Context: an optimization exercise on an open-source flow, tuned for small area, a short achievable clock period and few clock cycles per item. The choices shown serve that exercise and are no tape-out recipe. Where RTL was checked, it was by simulation tests only, not by an equivalence proof against the original. Power figures rest on the tool's default switching activity, not on a simulated workload.

==> module div, before the edit <==
module div
	#(
		parameter W=32
	 )
	(
		input wire clk, reset, str_trg,
		input wire [W-1:0] dvsr, dvnd,
		input wire [5:0] cd,
		input wire [4:0] ca,
		output wire ready,
		output reg done_trg,
		output wire [W-1:0] quo, rmd
	);
	reg        busy_reg;
	reg [4:0]  n_reg;
	reg [W-1:0] r_reg, q_reg, d_reg;
	wire       dz = cd[5];
	wire [4:0] p;
	wire       cd_ge_ca;
	div_sub #(.W(5)) sub_p (.a(cd[4:0]), .b(ca), .diff(p), .ge(cd_ge_ca));
	wire       imm = dz | ~cd_ge_ca;
	wire [W-1:0] diff;
	wire       ge;
	div_sub #(.W(W)) sub_r (.a(r_reg), .b(d_reg), .diff(diff), .ge(ge));
	wire       last = (n_reg == 0);
	reg [W-1:0] sh;
	integer k;
	always @*
	begin
		sh = dvsr;
		for (k = 0; k < 5; k = k + 1)
			sh = ({W{p[k]}} & (sh << (1 << k))) |
			     ({W{~p[k]}} & sh & ~({W{1'b1}} << (W - (1 << k)))) |
			     (sh & ({W{1'b1}} << (W - (1 << k))));
	end
	always @(posedge clk, posedge reset)
		if (reset)
			busy_reg <= 1'b0;
		else if (str_trg)
			busy_reg <= ~imm;
		else if (last)
			busy_reg <= 1'b0;
	always @(posedge clk)
	begin
		if (str_trg)
		begin
			n_reg <= p[4:0];
			d_reg <= sh;
		end
		else
		begin
			n_reg <= n_reg - 1'b1;
			d_reg <= d_reg >> 1;
		end
		if (str_trg)
			r_reg <= dvnd;
		else if (busy_reg & ge)
			r_reg <= diff;
		if (str_trg)
			q_reg <= {W{dz}};
		else if (busy_reg)
			q_reg <= {q_reg[W-2:0], ge};
	end
	always @*
		done_trg = str_trg ? imm : (busy_reg & last);
	assign ready = ~busy_reg;
	assign quo = q_reg;
	assign rmd = r_reg;
endmodule
Settings: LEC_CHECK=0, CAP_MARGIN=20, CORE_MARGIN=2, CORE_UTILIZATION=60, CTS_BUF_LIST=sky130_fd_sc_hd__clkbuf_4 sky130_fd_sc_hd__clkbuf_8, SETUP_SLACK_MARGIN=2.0, SLEW_MARGIN=20; clock period 5.0 ns.
standard.sh (not shown) runs the stock make flow with config.mk's settings and CLKGATE_MAP_FILE= SYNTH_SCRIPT=/design/flow/synth_recipe.tcl, a recipe that flattens the netlist after the stock synthesis.
==> flow/flow/run.sh <==
#!/bin/bash
# Standard layout, with the port buffers made from buf_2 cells instead of
# the slow delay-buffer cells buffer_ports picks on its own.
set -euo pipefail
export BUFFER_PORTS_ARGS="-buffer_cell sky130_fd_sc_hd__buf_2"
bash standard.sh > standard.log 2>&1
Edit:
--- a/flow/design.v
+++ b/flow/design.v
@@ -12,17 +12,18 @@
 		output wire [W-1:0] quo, rmd
 	);
 	reg        busy_reg;
 	reg [4:0]  n_reg;
-	reg [W-1:0] r_reg, q_reg, d_reg;
+	reg [W-1:0] r_reg, q_reg;
+	reg [W-1:0] nd_reg;	 
 	wire       dz = cd[5];
 	wire [4:0] p;
 	wire       cd_ge_ca;
 	div_sub #(.W(5)) sub_p (.a(cd[4:0]), .b(ca), .diff(p), .ge(cd_ge_ca));
-	wire       imm = dz | ~cd_ge_ca;
+	wire       imm = ~dz & ~cd_ge_ca;
 	wire [W-1:0] diff;
 	wire       ge;
-	div_sub #(.W(W)) sub_r (.a(r_reg), .b(d_reg), .diff(diff), .ge(ge));
+	div_sub #(.W(W)) sub_r (.a(r_reg), .b(~nd_reg), .diff(diff), .ge(ge));
 	wire       last = (n_reg == 0);
 	reg [W-1:0] sh;
 	integer k;
 	always @*
@@ -43,22 +44,22 @@
 	always @(posedge clk)
 	begin
 		if (str_trg)
 		begin
-			n_reg <= p[4:0];
-			d_reg <= sh;
+			n_reg <= dz ? 5'd31 : p;
+			nd_reg <= ~sh;
 		end
 		else
 		begin
 			n_reg <= n_reg - 1'b1;
-			d_reg <= d_reg >> 1;
+			nd_reg <= {1'b1, nd_reg[W-1:1]};
 		end
 		if (str_trg)
 			r_reg <= dvnd;
 		else if (busy_reg & ge)
 			r_reg <= diff;
 		if (str_trg)
-			q_reg <= {W{dz}};
+			q_reg <= {W{1'b0}};
 		else if (busy_reg)
 			q_reg <= {q_reg[W-2:0], ge};
 	end
 	always @*
- The new run produced a clean layout
- core utilization fell by 0.68 points
- clock power stays flat
- final area fell by 1.7%
- cell count rose by 2.3%
- power rose by 79%
- non-clock buffer count rose by 1
- fmax fell by 3.5%
- wire length rose by 2.3%
- synthesized area fell by 1.9%
- die area fell by 1.9%
- worst setup slack gets worse by 0.11 ns
- sequential share of layout area fell by 2.1 points
- global-route usage rose by 2.5 points
- via count rose by 5.0%
No functional check of the RTL was part of any run of this note.

========
Setup of run H:
The RTL this note starts from:
==> flow/design.v <==
module div
	#(
		parameter W=32
	 )
	(
		input wire clk, reset, str_trg,
		input wire [W-1:0] dvsr, dvnd,
		input wire [5:0] cd, ca,
		output wire ready,
		output reg done_trg,
		output wire [W-1:0] quo, rmd
	);
	reg        busy_reg;
	reg [4:0]  n_reg;
	reg [W-1:0] r_reg, q_reg, d_reg;
	wire       dz = cd[5];
	wire [5:0] p  = cd - ca;
	wire       imm = dz | (ca > cd);
	reg [W-1:0] G, P, Gn, Pn;
	integer i, s;
	always @*
	begin
		G = r_reg & ~d_reg;
		P = r_reg ^ ~d_reg;
		G[0] = G[0] | P[0];
		P[0] = 1'b0;
		for (s = 1; s < W; s = s * 2)
		begin
			Gn = G; Pn = P;
			for (i = 0; i < W; i = i + 1)
				if (i & s)
				begin
					Gn[i] = G[i] | (P[i] & G[(i & ~(s-1)) - 1]);
					Pn[i] = P[i] & P[(i & ~(s-1)) - 1];
				end
			G = Gn; P = Pn;
		end
	end
	wire [W-1:0] diff = r_reg ^ ~d_reg ^ {G[W-2:0], 1'b1};
	wire       ge = G[W-1];
	wire       last = (n_reg == 0);
	always @(posedge clk, posedge reset)
		if (reset)
			busy_reg <= 1'b0;
		else if (str_trg)
			busy_reg <= ~imm;
		else if (last)
			busy_reg <= 1'b0;
	always @(posedge clk)
	begin
		if (str_trg)
		begin
			n_reg <= p[4:0];
			d_reg <= dvsr << p[4:0];
		end
		else
		begin
			n_reg <= n_reg - 1'b1;
			d_reg <= d_reg >> 1;
		end
		if (str_trg)
			r_reg <= dvnd;
		else if (busy_reg & ge)
			r_reg <= diff;
		if (str_trg)
			q_reg <= {W{dz}};
		else if (busy_reg)
			q_reg <= {q_reg[W-2:0], ge};
	end
	always @*
		done_trg = str_trg ? imm : (busy_reg & last);
	assign ready = ~busy_reg;
	assign quo = q_reg;
	assign rmd = r_reg;
endmodule
module div_avalon
	#(
		parameter W     = 32,
				  CBIT  = 6
	 )
	(
		input wire clk, reset,
		input wire [2:0] div_address,
		input wire div_chipselect,
		input wire div_write,
		input wire [W-1:0] div_writedata,
		output wire [W-1:0] div_readdata,
		output wire div_irq,
		output wire div_rdy
	);
	wire div_start, div_ready, set_done_trg, clr_done_trg;
	reg [W-1:0] dvnd_reg, dvsr_reg;
	reg [5:0] ca_reg, cd_reg;
	reg done_trg_reg;
	wire [W-1:0] quo, rmd;
	wire wr_en, wr_dvnd, wr_dvsr;
	reg [5:0] wclz;
	integer i;
	always @*
	begin
		wclz = 6'd32;
		for (i = 0; i < W; i = i + 1)
			if (div_writedata[i]) wclz = 6'd31 - i[5:0];
	end
	div #(.W(32)) d1
		 ( .clk(clk), .reset(reset), .str_trg(div_start), .dvsr(dvsr_reg), .dvnd(dvnd_reg),
		   .cd(cd_reg), .ca(ca_reg),
		   .ready(div_ready), .done_trg(set_done_trg), .quo(quo), .rmd(rmd));
	always @(posedge clk)
	begin
		if (wr_dvnd)
		begin
			dvnd_reg <= div_writedata;
			ca_reg <= wclz;
		end
		if (wr_dvsr)
		begin
			dvsr_reg <= div_writedata;
			cd_reg <= wclz;
		end
	end
	always @(posedge clk, posedge reset)
		if (reset)
			done_trg_reg <= 1'b0;
		else if (set_done_trg)
			done_trg_reg <= 1'b1;
		else if (clr_done_trg)
			done_trg_reg <= 1'b0;
	assign wr_en = div_write & div_chipselect;
	assign wr_dvnd = (div_address == 3'h0) & wr_en;
	assign wr_dvsr = (div_address == 3'h1) & wr_en;
	assign div_start = (div_address == 3'h2) & wr_en & div_ready;
	assign clr_done_trg = (div_address == 3'h6) & wr_en;
	assign div_readdata = (div_address == 3'h3) ? quo :
						  (div_address == 3'h4) ? rmd :
						  {31'b0, (div_address == 3'h5) ? div_ready : done_trg_reg};
	assign div_rdy = div_ready;
	assign div_irq = done_trg_reg;
endmodule
clock: 5.0 ns
lec_check: 0
cap_margin: 20
core_margin: 2
core_utilization: 60
cts_buf_list: sky130_fd_sc_hd__clkbuf_4 sky130_fd_sc_hd__clkbuf_8
setup_slack_margin: 1.6
slew_margin: 20
Scripts as last shown in full above: flow/flow/run.sh
Testbench counts of run H, summed over its fixed seeds: cycles 24,255, items 2,048.
[inputs] run R vs run H
--- a/flow/design.v
+++ b/flow/design.v
@@ -15,30 +15,10 @@
 	reg [W-1:0] r_reg, q_reg, d_reg;
 	wire       dz = cd[5];
 	wire [5:0] p  = cd - ca;
 	wire       imm = dz | (ca > cd);
-	reg [W-1:0] G, P, Gn, Pn;
-	integer i, s;
-	always @*
-	begin
-		G = r_reg & ~d_reg;
-		P = r_reg ^ ~d_reg;
-		G[0] = G[0] | P[0];
-		P[0] = 1'b0;
-		for (s = 1; s < W; s = s * 2)
-		begin
-			Gn = G; Pn = P;
-			for (i = 0; i < W; i = i + 1)
-				if (i & s)
-				begin
-					Gn[i] = G[i] | (P[i] & G[(i & ~(s-1)) - 1]);
-					Pn[i] = P[i] & P[(i & ~(s-1)) - 1];
-				end
-			G = Gn; P = Pn;
-		end
-	end
-	wire [W-1:0] diff = r_reg ^ ~d_reg ^ {G[W-2:0], 1'b1};
-	wire       ge = G[W-1];
+	wire [W:0] diff = {1'b0, r_reg} - {1'b0, d_reg};
+	wire       ge = ~diff[W];
 	wire       last = (n_reg == 0);
 	always @(posedge clk, posedge reset)
 		if (reset)
 			busy_reg <= 1'b0;
@@ -60,9 +40,9 @@
 		end
 		if (str_trg)
 			r_reg <= dvnd;
 		else if (busy_reg & ge)
-			r_reg <= diff;
+			r_reg <= diff[W-1:0];
 		if (str_trg)
 			q_reg <= {W{dz}};
 		else if (busy_reg)
 			q_reg <= {q_reg[W-2:0], ge};
==> comparison <==
- Run R reached the end of the flow, and the finished layout is clean on the timing, DRC and antenna checks.
- Summary — x dimension of the die, run R relative to run H: higher, by about 1%.
- Run H → run R: final critical path time including I/O delays and setup increased 0.0053 ns, utilization lower, layout buffering overhead excluding clock cells rose by 0.20 points, via count climbed 8.5%.
- Run R vs. run H: post-route fraction of the period consumed by the critical path saw little to no change, total nets after synthesis rose by 71, final critical-path setup slack moved down, met1 routed wirelength after detailed routing +6.4%.
- Route | run R vs run H | wire longer in run R
- Sort run R and run H by xor and xnor area share after synthesis, descending, and run R comes first.
The RTL of run R was laid out without a check of its function.

-- separate check: timing with driven ports --
In the flow no input, the clock included, has a driving cell. The finished layouts below were timed again as built, in two steps. Step 1, drivers: a clkbuf_16 drives clk and a buf_2 each remaining input, both assumed. Step 2, shift: input delay + t, output delay - t, t = (earliest + latest rising clock arrival at the registers) / 2. This alone moves slack from input paths to output paths. Three values: ideal, step 1, step 2; two values: the first two.
run | t (ns) | setup slack, ns | worst setup path at the end
the first run of note 1 | 0.493 | 2.020 / 1.984 / 1.671 | input to register
the second run of note 1 | 0.506 | 1.911 / 1.868 / 1.543 | input to register
run H | 0.488 | 1.714 / 1.714 / 1.586 | input to register
run R | 0.498 | 1.708 / 1.708 / 1.506 | input to register
After both steps setup and hold are still met in every run listed. The setup slack of the second run of note 1, which loses most, moves by -0.043 ns with the drivers and by -0.368 ns with both steps.
